Context: an optimization exercise on an open-source flow, tuned for small area. The choices shown serve that exercise and are no tape-out recipe. In this exercise RTL edits were held to simulation tests only and were not proved equivalent to the original. No activity file was given, so power comes from the tool's default toggle rates.

v53:
// regfile2r1w
module regfile2r1w(
	input clk,
	input reset,
	input [3:0] add1,
	input [3:0] add2,
	output [31:0] dataout1,
	output [31:0] dataout2,
	input  wen,
	input [3:0] addw,
	input [31:0] datain
);
Size: about 1900 cells after synthesis, ~110 I/O pins, about 0.019 mm² of cells after synthesis.
Settings: LEC_CHECK=0, CAP_MARGIN=5, CORE_MARGIN=2, CORE_UTILIZATION=70, GPL_TIMING_DRIVEN=0, SETUP_SLACK_MARGIN=0.3, SLEW_MARGIN=5; clock period 5.0 ns.
standard.sh (not shown) runs the stock make flow with config.mk's settings and CLKGATE_MAP_FILE= SYNTH_SCRIPT=/design/flow/synth_recipe.tcl, a recipe that flattens the netlist after the stock synthesis.
==> flow/flow/run.sh <==
#!/bin/bash
# Own layout flow: the standard synthesis (for the flip-flops' names and cell
# types), then a hand-mapped netlist of the same design with those flip-flops
# (flow/gen_netlist.py) in place of the synthesised one, then the standard
# layout steps from floorplan to finish.
set -euo pipefail
R=orfs/results/${FLOW_PLATFORM}/regfile2r1w/base

bash standard.sh synth > synth_standard.log 2>&1
cp $R/1_2_yosys.v standard_1_2_yosys.v
python3 flow/gen_netlist.py standard_1_2_yosys.v netlist.v > gen_netlist.log 2>&1
cp netlist.v $R/1_2_yosys.v
rm -f $R/1_synth.odb $R/1_synth.sdc
touch $R/1_2_yosys.v

bash standard.sh \
  "BUFFER_PORTS_ARGS=-buffer_cell sky130_fd_sc_hd__buf_1" \
  "CTS_ARGS=-sink_clustering_enable -repair_clock_nets -dont_use_dummy_load -buf_list sky130_fd_sc_hd__clkbuf_4 -sink_clustering_size 9 -sink_clustering_max_diameter 40" \
  finish > layout.log 2>&1
==> flow/flow/gen_netlist.py <==
#!/usr/bin/env python3
"""Writes a hand-mapped gate netlist of regfile2r1w (the phase-toggled register
file of rtl/regfile.v) on sky130_fd_sc_hd cells.

usage: gen_netlist.py STANDARD_NETLIST OUT_NETLIST

The flip-flops keep the instance names and cell type that the standard
synthesis (STANDARD_NETLIST) gave them; the script stops with an error if that
netlist's flip-flops are not exactly the ones written here.
"""
import re
import sys

P = "sky130_fd_sc_hd__"
cells = []
wires = []
n_inst = [0]


def wire(name):
    wires.append(name)
    return name


def cell(kind, pins, name=None):
    if name is None:
        n_inst[0] += 1
        name = "u%d" % n_inst[0]
    conn = ", ".join(".%s(%s)" % (p, s) for p, s in pins)
    cells.append("  %s%s %s (%s);" % (P, kind, name, conn))


def ffname(i, b):
    return "\\g[%d].q[%d]$_DFF_P_ " % (i, b)


# ---------------------------------------------------------------- phase
ph = wire("ph")
cell("dfxtp_1", [("CLK", "clk"), ("D", wire("ph_d")), ("Q", ph)], "\\ph$_DFF_P_ ")
cell("nor2b_1", [("A", ph), ("B_N", "reset"), ("Y", "ph_d")])   # ~ph & reset

# ---------------------------------------------------------------- write data: w = datain ^ ph = xnor(datain, ~ph)
# ph is fanned out through three inverters, each driving 32 XOR/XNOR inputs
phn = []
for k in range(3):
    phn.append(wire("phn%d" % k))
    cell("inv_2", [("A", ph), ("Y", phn[k])])
for b in range(32):
    cell("xnor2_1", [("A", "datain[%d]" % b), ("B", phn[0]), ("Y", wire("w%d" % b))])

# ---------------------------------------------------------------- write decode
# ld_i  = wr_i | ~reset   (load)
# ldn_i = ~(wr_i & reset) (keep; 1 under reset, so a reset loads 0)
rn = wire("rn")
cell("inv_1", [("A", "reset"), ("Y", rn)])
awn = []
for k in range(4):
    awn.append(wire("awn%d" % k))
    cell("inv_1", [("A", "addw[%d]" % k), ("Y", awn[k])])


def lit(bus, inv, k, v):
    # signal that is 0 when bit k equals v (for a NOR decoder)
    return inv[k] if v else "%s[%d]" % (bus, k)


wlo, whw, whr = [], [], []
for j in range(4):
    wlo.append(wire("wlo%d" % j))
    cell("nor2_1", [("A", lit("addw", awn, 1, j >> 1)), ("B", lit("addw", awn, 0, j & 1)), ("Y", wlo[j])])
for k in range(4):
    whw.append(wire("whw%d" % k))
    cell("nor3_1", [("A", "wen"), ("B", lit("addw", awn, 3, k >> 1)), ("C", lit("addw", awn, 2, k & 1)), ("Y", whw[k])])
    whr.append(wire("whr%d" % k))
    cell("nor4_1", [("A", "wen"), ("B", rn), ("C", lit("addw", awn, 3, k >> 1)), ("D", lit("addw", awn, 2, k & 1)), ("Y", whr[k])])
ld, ldn = [], []
for i in range(16):
    ld.append(wire("ld%d" % i))
    cell("a21o_2", [("A1", wlo[i & 3]), ("A2", whw[i >> 2]), ("B1", rn), ("X", ld[i])])
    ldn.append(wire("ldn%d" % i))
    cell("nand2_2", [("A", wlo[i & 3]), ("B", whr[i >> 2]), ("Y", ldn[i])])

# ---------------------------------------------------------------- storage
# q' = ~((ld | q) & (ldn | w)): not loaded -> ~q, loaded -> ~w, reset -> 0
for i in range(16):
    for b in range(32):
        q = wire("q_%d_%d" % (i, b))
        d = wire("d_%d_%d" % (i, b))
        cell("o22ai_1", [("A1", ld[i]), ("A2", q), ("B1", ldn[i]), ("B2", "w%d" % b), ("Y", d)])
        cell("dfxtp_1", [("CLK", "clk"), ("D", d), ("Q", q)], ffname(i, b))

# ---------------------------------------------------------------- read ports
for port, addr, out in ((1, "add1", "dataout1"), (2, "add2", "dataout2")):
    an = []
    for k in range(4):
        an.append(wire("a%dn%d" % (port, k)))
        cell("inv_1", [("A", "%s[%d]" % (addr, k)), ("Y", an[k])])
    lo, hi = [], []
    for j in range(4):
        lo.append(wire("r%dlo%d" % (port, j)))
        cell("nor2_1", [("A", lit(addr, an, 1, j >> 1)), ("B", lit(addr, an, 0, j & 1)), ("Y", lo[j])])
        hi.append(wire("r%dhi%d" % (port, j)))
        cell("nor2_1", [("A", lit(addr, an, 3, j >> 1)), ("B", lit(addr, an, 2, j & 1)), ("Y", hi[j])])
    nsel = []
    for i in range(16):
        nsel.append(wire("r%dns%d" % (port, i)))
        cell("nand2_2", [("A", lo[i & 3]), ("B", hi[i >> 2]), ("Y", nsel[i])])
    for b in range(32):
        ys = []
        for m in range(8):
            y = wire("r%dy_%d_%d" % (port, b, m))
            i0, i1 = 2 * m, 2 * m + 1
            cell("o22ai_1", [("A1", nsel[i0]), ("A2", "q_%d_%d" % (i0, b)),
                             ("B1", nsel[i1]), ("B2", "q_%d_%d" % (i1, b)), ("Y", y)])
            ys.append(y)
        n1 = wire("r%dn1_%d" % (port, b))
        n2 = wire("r%dn2_%d" % (port, b))
        z = wire("r%dz_%d" % (port, b))
        cell("nor4_1", [("A", ys[0]), ("B", ys[1]), ("C", ys[2]), ("D", ys[3]), ("Y", n1)])
        cell("nor4_1", [("A", ys[4]), ("B", ys[5]), ("C", ys[6]), ("D", ys[7]), ("Y", n2)])
        cell("nand2_1", [("A", n1), ("B", n2), ("Y", z)])      # ~stored bit
        cell("xor2_1", [("A", z), ("B", phn[port]), ("X", "%s[%d]" % (out, b))])


def check_flops(path):
    want = set(["\\ph$_DFF_P_"] + ["\\g[%d].q[%d]$_DFF_P_" % (i, b) for i in range(16) for b in range(32)])
    got = {}
    text = open(path).read()
    for m in re.finditer(r"^\s*(sky130_fd_sc_hd__\w+)\s+(\\\S+|\w+)\s*\(", text, re.M):
        kind, name = m.group(1), m.group(2)
        if re.search(r"__(dfx|dfr|dfs|edf|sdf|dlx|dlr|sedf|dfb)", kind):
            got[name] = kind
    if set(got) != want or any(k != P + "dfxtp_1" for k in got.values()):
        sys.exit("gen_netlist: the standard synthesis's flip-flops differ from this netlist's: %d vs %d"
                 % (len(got), len(want)))


def main():
    check_flops(sys.argv[1])
    with open(sys.argv[2], "w") as f:
        f.write("module regfile2r1w(clk, reset, add1, add2, dataout1, dataout2, wen, addw, datain);\n")
        f.write("  input clk;\n  input reset;\n  input [3:0] add1;\n  input [3:0] add2;\n")
        f.write("  output [31:0] dataout1;\n  output [31:0] dataout2;\n")
        f.write("  input wen;\n  input [3:0] addw;\n  input [31:0] datain;\n")
        for w in wires:
            f.write("  wire %s;\n" % w)
        f.write("\n".join(cells))
        f.write("\nendmodule\n")


main()
v53: flow completed, timing, DRC and antenna clean
[inputs] v28 vs v53
Settings: a change of SETUP_SLACK_MARGIN from 0.3 to 0.1.
### Flow results
The final report for v28 shows a completed flow and a layout that fails verification, specifically setup timing.
Comparing v53 and v28, the lower arrival time at the worst endpoint is on v53.
When the final numbers for v53 and v28 were put side by side, the clock transition at the register clock pins on the worst setup and hold paths after CTS turned out to be smaller in v28.
Compared v53 against v28; wire length on met2 within noise.
Critical path depth: v53 and v28 compared, higher one is v28
When v28 is measured against v53, its post-route fraction of the period consumed by the critical path turns out 4.2 points higher.
Side by side, maximum single-stage delay on the critical path turned out lower in v28 than in v53.
On register-to-register slack, the higher figure sits with v53, not v28.
Between v53 and v28, the relative area change from synthesis to final layout is lower for v28.
Summary: with v53 as the reference, post-detailed-route via-to-cell ratio in v28 moved down slightly.
For combinational fraction of design power, v28 and v53 come out practically identical.
What v19 does differently from v28 at the input level:
Settings: SETUP_SLACK_MARGIN changed from 0.1 to 0.2.
diff --git a/flow/flow/gen_netlist.py b/flow/flow/gen_netlist.py
--- a/flow/flow/gen_netlist.py
+++ b/flow/flow/gen_netlist.py
@@ -41,10 +41,10 @@
 
-# ---------------------------------------------------------------- write data: w = datain ^ ph = xnor(datain, ~ph)
-# ph is fanned out through three inverters, each driving 32 XOR/XNOR inputs
-phn = []
-for k in range(3):
+# ---------------------------------------------------------------- write data: w = datain ^ ph
+for b in range(32):
+    cell("xor2_1", [("A", "datain[%d]" % b), ("B", ph), ("X", wire("w%d" % b))])
+# for the read ports, ph is fanned out through two inverters, one per port
+phn = [None]
+for k in (1, 2):
     phn.append(wire("phn%d" % k))
     cell("inv_2", [("A", ph), ("Y", phn[k])])
-for b in range(32):
-    cell("xnor2_1", [("A", "datain[%d]" % b), ("B", phn[0]), ("Y", wire("w%d" % b))])
 
Notes after the runs:
Compare v28 and v19 | worst vdd rail ir drop lower: v28. In v19, multi-input gate share of the layout cell area is lower than in v28. v19 went all the way through synthesis, placement and routing and the layout is clean on timing, DRC and antenna. Per the comparison of v19 with v28, final weighted congestion in routability-driven placement went down, final setup slack of the worst path increased 0.32 ns, area taken by flip-flops and latches saw little to no change, sequential cell count about even. | internal power of the cells | higher: v28 |. Buffers plus inverters on the worst setup path: v28 vs v19, no meaningful difference.
Input-level comparison between v27 and v19:
diff --git a/flow/flow/gen_netlist.py b/flow/flow/gen_netlist.py
--- a/flow/flow/gen_netlist.py
+++ b/flow/flow/gen_netlist.py
@@ -41,10 +41,10 @@
 
-# ---------------------------------------------------------------- write data: w = datain ^ ph
-for b in range(32):
-    cell("xor2_1", [("A", "datain[%d]" % b), ("B", ph), ("X", wire("w%d" % b))])
-# for the read ports, ph is fanned out through two inverters, one per port
-phn = [None]
-for k in (1, 2):
+# ---------------------------------------------------------------- write data: w = datain ^ ph = xnor(datain, ~ph)
+# ph is fanned out through three inverters, each driving 32 XOR/XNOR inputs
+phn = []
+for k in range(3):
     phn.append(wire("phn%d" % k))
     cell("inv_2", [("A", ph), ("Y", phn[k])])
+for b in range(32):
+    cell("xnor2_1", [("A", "datain[%d]" % b), ("B", phn[0]), ("Y", wire("w%d" % b))])
 
@@ -103,6 +103,9 @@
         cell("nor2_1", [("A", lit(addr, an, 3, j >> 1)), ("B", lit(addr, an, 2, j & 1)), ("Y", hi[j])])
+    # each select line is driven twice, once for bits 0-15 and once for 16-31
     nsel = []
-    for i in range(16):
-        nsel.append(wire("r%dns%d" % (port, i)))
-        cell("nand2_2", [("A", lo[i & 3]), ("B", hi[i >> 2]), ("Y", nsel[i])])
+    for h in range(2):
+        nsel.append([])
+        for i in range(16):
+            nsel[h].append(wire("r%dns%d_%d" % (port, i, h)))
+            cell("nand2_2", [("A", lo[i & 3]), ("B", hi[i >> 2]), ("Y", nsel[h][i])])
     for b in range(32):
@@ -112,4 +115,5 @@
             i0, i1 = 2 * m, 2 * m + 1
-            cell("o22ai_1", [("A1", nsel[i0]), ("A2", "q_%d_%d" % (i0, b)),
-                             ("B1", nsel[i1]), ("B2", "q_%d_%d" % (i1, b)), ("Y", y)])
+            ns = nsel[b >> 4]
+            cell("o22ai_1", [("A1", ns[i0]), ("A2", "q_%d_%d" % (i0, b)),
+                             ("B1", ns[i1]), ("B2", "q_%d_%d" % (i1, b)), ("Y", y)])
             ys.append(y)
==> notes.md <==
Compared to v19, v27 has count of multi-input combinational gates 2.3% higher.
Having completed the whole flow, v27 delivered a layout that passed the timing, DRC and antenna checks.
From v19 to v27 the numbers moved as follows: area added between synthesis and finish went up by 1.1 points, total clock buffers created by CTS moved down, highest attainable clock frequency shrank by 1.7%.
dataout2[19] as the capture point of the critical path was reported by v19, and dataout1[30] by v27.
Compared with v19, v27 shows a higher number of cells on the worst reg-to-reg path.


Starting RTL as in the previous note.
// regfile2r1w
module regfile2r1w(
	input clk,
	input reset,
	input [3:0] add1,
	input [3:0] add2,
	output [31:0] dataout1,
	output [31:0] dataout2,
	input  wen,
	input [3:0] addw,
	input [31:0] datain
);
reg ph;
always @(posedge clk)
	ph <= ~ph & reset;
wire [31:0] w = ~reset ? 32'hffffffff : (datain ^ {32{ph}});
wire [31:0] s1 [16:0];		 
wire [31:0] s2 [16:0];
assign s1[0] = 32'h0;
assign s2[0] = 32'h0;
genvar i;
generate
	for (i = 0; i < 16; i = i + 1) begin : g
		reg [31:0] q;
		wire ld = ~reset | (~wen & (addw == i));
		always @(posedge clk)
			q <= ~((q | {32{ld}}) & (w | {32{~ld}}));
		assign s1[i+1] = s1[i] | (q & {32{add1 == i}});
		assign s2[i+1] = s2[i] | (q & {32{add2 == i}});
	end
endgenerate
assign dataout1 = s1[16] ^ {32{ph}};
assign dataout2 = s2[16] ^ {32{ph}};
endmodule
Settings: LEC_CHECK=0, CAP_MARGIN=20, CORE_MARGIN=2, CORE_UTILIZATION=65, SLEW_MARGIN=20; clock period 5.0 ns.
==> flow/flow/run.sh <==
#!/bin/bash
# Own layout flow: the standard synthesis (for the flip-flops' names and cell
# types), then a hand-mapped netlist of the same design with those flip-flops
# (flow/gen_netlist.py) in place of the synthesised one, then the standard
# layout steps from floorplan to finish.
set -euo pipefail
R=orfs/results/${FLOW_PLATFORM}/regfile2r1w/base

bash standard.sh synth > synth_standard.log 2>&1
cp $R/1_2_yosys.v standard_1_2_yosys.v
python3 flow/gen_netlist.py standard_1_2_yosys.v netlist.v > gen_netlist.log 2>&1
cp netlist.v $R/1_2_yosys.v
rm -f $R/1_synth.odb $R/1_synth.sdc
touch $R/1_2_yosys.v

bash standard.sh \
  "BUFFER_PORTS_ARGS=-buffer_cell sky130_fd_sc_hd__buf_1" \
  finish > layout.log 2>&1
==> flow/flow/gen_netlist.py <==
#!/usr/bin/env python3
"""Writes a hand-mapped gate netlist of regfile2r1w (the phase-toggled register
file of rtl/regfile.v) on sky130_fd_sc_hd cells.

usage: gen_netlist.py STANDARD_NETLIST OUT_NETLIST

The flip-flops keep the instance names and cell type that the standard
synthesis (STANDARD_NETLIST) gave them; the script stops with an error if that
netlist's flip-flops are not exactly the ones written here.
"""
import re
import sys

P = "sky130_fd_sc_hd__"
cells = []
wires = []
n_inst = [0]


def wire(name):
    wires.append(name)
    return name


def cell(kind, pins, name=None):
    if name is None:
        n_inst[0] += 1
        name = "u%d" % n_inst[0]
    conn = ", ".join(".%s(%s)" % (p, s) for p, s in pins)
    cells.append("  %s%s %s (%s);" % (P, kind, name, conn))


def ffname(i, b):
    return "\\g[%d].q[%d]$_DFF_P_ " % (i, b)


# ---------------------------------------------------------------- phase
ph = wire("ph")
cell("dfxtp_1", [("CLK", "clk"), ("D", wire("ph_d")), ("Q", ph)], "\\ph$_DFF_P_ ")
cell("nor2b_1", [("A", ph), ("B_N", "reset"), ("Y", "ph_d")])   # ~ph & reset

# ---------------------------------------------------------------- write data: w = datain ^ ph
for b in range(32):
    cell("xor2_1", [("A", "datain[%d]" % b), ("B", ph), ("X", wire("w%d" % b))])

# ---------------------------------------------------------------- write decode
# ld_i  = wr_i | ~reset   (load)
# ldn_i = ~(wr_i & reset) (keep; 1 under reset, so a reset loads 0)
rn = wire("rn")
cell("inv_1", [("A", "reset"), ("Y", rn)])
awn = []
for k in range(4):
    awn.append(wire("awn%d" % k))
    cell("inv_1", [("A", "addw[%d]" % k), ("Y", awn[k])])


def lit(bus, inv, k, v):
    # signal that is 0 when bit k equals v (for a NOR decoder)
    return inv[k] if v else "%s[%d]" % (bus, k)


wlo, whw, whr = [], [], []
for j in range(4):
    wlo.append(wire("wlo%d" % j))
    cell("nor2_1", [("A", lit("addw", awn, 1, j >> 1)), ("B", lit("addw", awn, 0, j & 1)), ("Y", wlo[j])])
for k in range(4):
    whw.append(wire("whw%d" % k))
    cell("nor3_1", [("A", "wen"), ("B", lit("addw", awn, 3, k >> 1)), ("C", lit("addw", awn, 2, k & 1)), ("Y", whw[k])])
    whr.append(wire("whr%d" % k))
    cell("nor4_1", [("A", "wen"), ("B", rn), ("C", lit("addw", awn, 3, k >> 1)), ("D", lit("addw", awn, 2, k & 1)), ("Y", whr[k])])
ld, ldn = [], []
for i in range(16):
    ld.append(wire("ld%d" % i))
    cell("a21o_1", [("A1", wlo[i & 3]), ("A2", whw[i >> 2]), ("B1", rn), ("X", ld[i])])
    ldn.append(wire("ldn%d" % i))
    cell("nand2_1", [("A", wlo[i & 3]), ("B", whr[i >> 2]), ("Y", ldn[i])])

# ---------------------------------------------------------------- storage
# q' = ~((ld | q) & (ldn | w)): not loaded -> ~q, loaded -> ~w, reset -> 0
for i in range(16):
    for b in range(32):
        q = wire("q_%d_%d" % (i, b))
        d = wire("d_%d_%d" % (i, b))
        cell("o22ai_1", [("A1", ld[i]), ("A2", q), ("B1", ldn[i]), ("B2", "w%d" % b), ("Y", d)])
        cell("dfxtp_1", [("CLK", "clk"), ("D", d), ("Q", q)], ffname(i, b))

# ---------------------------------------------------------------- read ports
for port, addr, out in ((1, "add1", "dataout1"), (2, "add2", "dataout2")):
    an = []
    for k in range(4):
        an.append(wire("a%dn%d" % (port, k)))
        cell("inv_1", [("A", "%s[%d]" % (addr, k)), ("Y", an[k])])
    lo, hi = [], []
    for j in range(4):
        lo.append(wire("r%dlo%d" % (port, j)))
        cell("nor2_1", [("A", lit(addr, an, 1, j >> 1)), ("B", lit(addr, an, 0, j & 1)), ("Y", lo[j])])
        hi.append(wire("r%dhi%d" % (port, j)))
        cell("nor2_1", [("A", lit(addr, an, 3, j >> 1)), ("B", lit(addr, an, 2, j & 1)), ("Y", hi[j])])
    nsel = []
    for i in range(16):
        nsel.append(wire("r%dns%d" % (port, i)))
        cell("nand2_1", [("A", lo[i & 3]), ("B", hi[i >> 2]), ("Y", nsel[i])])
    for b in range(32):
        ys = []
        for m in range(8):
            y = wire("r%dy_%d_%d" % (port, b, m))
            i0, i1 = 2 * m, 2 * m + 1
            cell("o22ai_1", [("A1", nsel[i0]), ("A2", "q_%d_%d" % (i0, b)),
                             ("B1", nsel[i1]), ("B2", "q_%d_%d" % (i1, b)), ("Y", y)])
            ys.append(y)
        n1 = wire("r%dn1_%d" % (port, b))
        n2 = wire("r%dn2_%d" % (port, b))
        z = wire("r%dz_%d" % (port, b))
        cell("nor4_1", [("A", ys[0]), ("B", ys[1]), ("C", ys[2]), ("D", ys[3]), ("Y", n1)])
        cell("nor4_1", [("A", ys[4]), ("B", ys[5]), ("C", ys[6]), ("D", ys[7]), ("Y", n2)])
        cell("nand2_1", [("A", n1), ("B", n2), ("Y", z)])      # ~stored bit
        cell("xnor2_1", [("A", z), ("B", ph), ("Y", "%s[%d]" % (out, b))])


def check_flops(path):
    want = set(["\\ph$_DFF_P_"] + ["\\g[%d].q[%d]$_DFF_P_" % (i, b) for i in range(16) for b in range(32)])
    got = {}
    text = open(path).read()
    for m in re.finditer(r"^\s*(sky130_fd_sc_hd__\w+)\s+(\\\S+|\w+)\s*\(", text, re.M):
        kind, name = m.group(1), m.group(2)
        if re.search(r"__(dfx|dfr|dfs|edf|sdf|dlx|dlr|sedf|dfb)", kind):
            got[name] = kind
    if set(got) != want or any(k != P + "dfxtp_1" for k in got.values()):
        sys.exit("gen_netlist: the standard synthesis's flip-flops differ from this netlist's: %d vs %d"
                 % (len(got), len(want)))


def main():
    check_flops(sys.argv[1])
    with open(sys.argv[2], "w") as f:
        f.write("module regfile2r1w(clk, reset, add1, add2, dataout1, dataout2, wen, addw, datain);\n")
        f.write("  input clk;\n  input reset;\n  input [3:0] add1;\n  input [3:0] add2;\n")
        f.write("  output [31:0] dataout1;\n  output [31:0] dataout2;\n")
        f.write("  input wen;\n  input [3:0] addw;\n  input [31:0] datain;\n")
        for w in wires:
            f.write("  wire %s;\n" % w)
        f.write("\n".join(cells))
        f.write("\nendmodule\n")


main()
The starting point completed without violations.
Change:
--- a/flow/flow/run.sh
+++ b/flow/flow/run.sh
@@ -16,3 +16,4 @@
 bash standard.sh \
   "BUFFER_PORTS_ARGS=-buffer_cell sky130_fd_sc_hd__buf_1" \
+  "CTS_ARGS=-sink_clustering_enable -repair_clock_nets -dont_use_dummy_load -buf_list sky130_fd_sc_hd__clkbuf_4 -sink_clustering_size 9 -sink_clustering_max_diameter 40" \
   finish > layout.log 2>&1
--- a/flow/flow/gen_netlist.py
+++ b/flow/flow/gen_netlist.py
@@ -40,7 +40,12 @@
 cell("nor2b_1", [("A", ph), ("B_N", "reset"), ("Y", "ph_d")])   # ~ph & reset
 
-# ---------------------------------------------------------------- write data: w = datain ^ ph
+# ---------------------------------------------------------------- write data: w = datain ^ ph = xnor(datain, ~ph)
+# ph is fanned out through three inverters, each driving 32 XOR/XNOR inputs
+phn = []
+for k in range(3):
+    phn.append(wire("phn%d" % k))
+    cell("inv_2", [("A", ph), ("Y", phn[k])])
 for b in range(32):
-    cell("xor2_1", [("A", "datain[%d]" % b), ("B", ph), ("X", wire("w%d" % b))])
+    cell("xnor2_1", [("A", "datain[%d]" % b), ("B", phn[0]), ("Y", wire("w%d" % b))])
 
 # ---------------------------------------------------------------- write decode
@@ -72,7 +77,7 @@
 for i in range(16):
     ld.append(wire("ld%d" % i))
-    cell("a21o_1", [("A1", wlo[i & 3]), ("A2", whw[i >> 2]), ("B1", rn), ("X", ld[i])])
+    cell("a21o_2", [("A1", wlo[i & 3]), ("A2", whw[i >> 2]), ("B1", rn), ("X", ld[i])])
     ldn.append(wire("ldn%d" % i))
-    cell("nand2_1", [("A", wlo[i & 3]), ("B", whr[i >> 2]), ("Y", ldn[i])])
+    cell("nand2_2", [("A", wlo[i & 3]), ("B", whr[i >> 2]), ("Y", ldn[i])])
 
 # ---------------------------------------------------------------- storage
@@ -100,5 +105,5 @@
     for i in range(16):
         nsel.append(wire("r%dns%d" % (port, i)))
-        cell("nand2_1", [("A", lo[i & 3]), ("B", hi[i >> 2]), ("Y", nsel[i])])
+        cell("nand2_2", [("A", lo[i & 3]), ("B", hi[i >> 2]), ("Y", nsel[i])])
     for b in range(32):
         ys = []
@@ -115,5 +120,5 @@
         cell("nor4_1", [("A", ys[4]), ("B", ys[5]), ("C", ys[6]), ("D", ys[7]), ("Y", n2)])
         cell("nand2_1", [("A", n1), ("B", n2), ("Y", z)])      # ~stored bit
-        cell("xnor2_1", [("A", z), ("B", ph), ("Y", "%s[%d]" % (out, b))])
+        cell("xor2_1", [("A", z), ("B", phn[port]), ("X", "%s[%d]" % (out, b))])
 
 
CAP_MARGIN = 5   (was 20)
CORE_UTILIZATION = 70   (was 65)
GPL_TIMING_DRIVEN = 1   (was default)
SETUP_SLACK_MARGIN = 0.1   (was default)
SLEW_MARGIN = 5   (was 20)
Outcome: Worst setup slack loses 400 ps. Die area goes down by a few percent. Sequential power stays flat. Area after synthesis grows slightly. Combinational power went up by a little under a tenth.
Change:
--- a/flow/flow/run.sh
+++ b/flow/flow/run.sh
@@ -16,4 +16,4 @@
 bash standard.sh \
   "BUFFER_PORTS_ARGS=-buffer_cell sky130_fd_sc_hd__buf_1" \
-  "CTS_ARGS=-sink_clustering_enable -repair_clock_nets -dont_use_dummy_load -buf_list sky130_fd_sc_hd__clkbuf_4 -sink_clustering_size 9 -sink_clustering_max_diameter 40" \
+  "CTS_ARGS=-sink_clustering_enable -repair_clock_nets -dont_use_dummy_load -buf_list sky130_fd_sc_hd__clkbuf_4 -sink_clustering_size 10 -sink_clustering_max_diameter 40" \
   finish > layout.log 2>&1
--- a/flow/flow/gen_netlist.py
+++ b/flow/flow/gen_netlist.py
@@ -40,12 +40,7 @@
 cell("nor2b_1", [("A", ph), ("B_N", "reset"), ("Y", "ph_d")])   # ~ph & reset
 
-# ---------------------------------------------------------------- write data: w = datain ^ ph = xnor(datain, ~ph)
-# ph is fanned out through three inverters, each driving 32 XOR/XNOR inputs
-phn = []
-for k in range(3):
-    phn.append(wire("phn%d" % k))
-    cell("inv_2", [("A", ph), ("Y", phn[k])])
+# ---------------------------------------------------------------- write data: w = datain ^ ph
 for b in range(32):
-    cell("xnor2_1", [("A", "datain[%d]" % b), ("B", phn[0]), ("Y", wire("w%d" % b))])
+    cell("xor2_2", [("A", "datain[%d]" % b), ("B", ph), ("X", wire("w%d" % b))])
 
 # ---------------------------------------------------------------- write decode
@@ -120,5 +115,5 @@
         cell("nor4_1", [("A", ys[4]), ("B", ys[5]), ("C", ys[6]), ("D", ys[7]), ("Y", n2)])
         cell("nand2_1", [("A", n1), ("B", n2), ("Y", z)])      # ~stored bit
-        cell("xor2_1", [("A", z), ("B", phn[port]), ("X", "%s[%d]" % (out, b))])
+        cell("xnor2_1", [("A", z), ("B", ph), ("Y", "%s[%d]" % (out, b))])
 
 
CAP_MARGIN = 20   (was 5)
GPL_TIMING_DRIVEN = 0   (was 1)
SETUP_SLACK_MARGIN = default   (was 0.1)
SLEW_MARGIN = 20   (was 5)
Sequential cell count does not change.
Register-to-register slack gets better by 130 ps.
Die area climbs by 1.2%.
Change:
--- a/flow/flow/run.sh
+++ b/flow/flow/run.sh
@@ -16,4 +16,4 @@
 bash standard.sh \
   "BUFFER_PORTS_ARGS=-buffer_cell sky130_fd_sc_hd__buf_1" \
-  "CTS_ARGS=-sink_clustering_enable -repair_clock_nets -dont_use_dummy_load -buf_list sky130_fd_sc_hd__clkbuf_4 -sink_clustering_size 10 -sink_clustering_max_diameter 40" \
+  "CTS_ARGS=-sink_clustering_enable -repair_clock_nets -dont_use_dummy_load -buf_list sky130_fd_sc_hd__clkbuf_4 -sink_clustering_size 9 -sink_clustering_max_diameter 40" \
   finish > layout.log 2>&1
--- a/flow/flow/gen_netlist.py
+++ b/flow/flow/gen_netlist.py
@@ -42,5 +42,5 @@
 # ---------------------------------------------------------------- write data: w = datain ^ ph
 for b in range(32):
-    cell("xor2_2", [("A", "datain[%d]" % b), ("B", ph), ("X", wire("w%d" % b))])
+    cell("xor2_1", [("A", "datain[%d]" % b), ("B", ph), ("X", wire("w%d" % b))])
 
 # ---------------------------------------------------------------- write decode
CAP_MARGIN = 5   (was 20)
SLEW_MARGIN = 5   (was 20)
=> Wire length stays flat; hold slack hardly moves; maximum frequency climbs by 0.87%.

what the ideal ports hide:
In the flow no input, the clock included, has a driving cell. The finished layouts below were timed again as built, in two steps. Step 1: set_driving_cell puts a clkbuf_16 on clk and a buf_2 on each other input, an assumption about the parent block. Step 2 moves the port delays by t, midway between the first and last clock arrival at a register: inputs arrive t later, outputs are due t later. That takes back most of the time a late clock gives input paths. a / b / c = ideal / step 1 / step 2; a / b = the first two.
run	t, ns	setup WS [ns]	worst setup path after step 2	slew at the worst register clock pin (ns)	worst data-port slew with drivers (ns)
v53	0.750	0.139 / 0.100 / 0.100	input to output	0.11 / 0.11	0.07
v28	0.752	-0.069 / -0.107 / -0.107	input to output	0.11 / 0.11	0.06
v19	0.761	0.249 / 0.227 / 0.227	input to output	0.11 / 0.11	0.06
v27	0.778	0.168 / 0.143 / 0.143	input to output	0.10 / 0.10	0.11
the first run of note 2	0.619	0.719 / 0.696 / 0.696	input to output	0.07 / 0.07	0.04
the second run of note 2	0.776	0.317 / 0.291 / 0.291	input to output	0.11 / 0.11	0.06
the third run of note 2	0.793	0.300 / 0.277 / 0.277	input to output	0.11 / 0.11	0.04
the fourth run of note 2	0.749	0.340 / 0.318 / 0.318	input to output	0.10 / 0.10	0.06
For v53, which loses most, drivers alone change the setup slack by -0.039 ns; drivers and shift together by -0.039 ns.
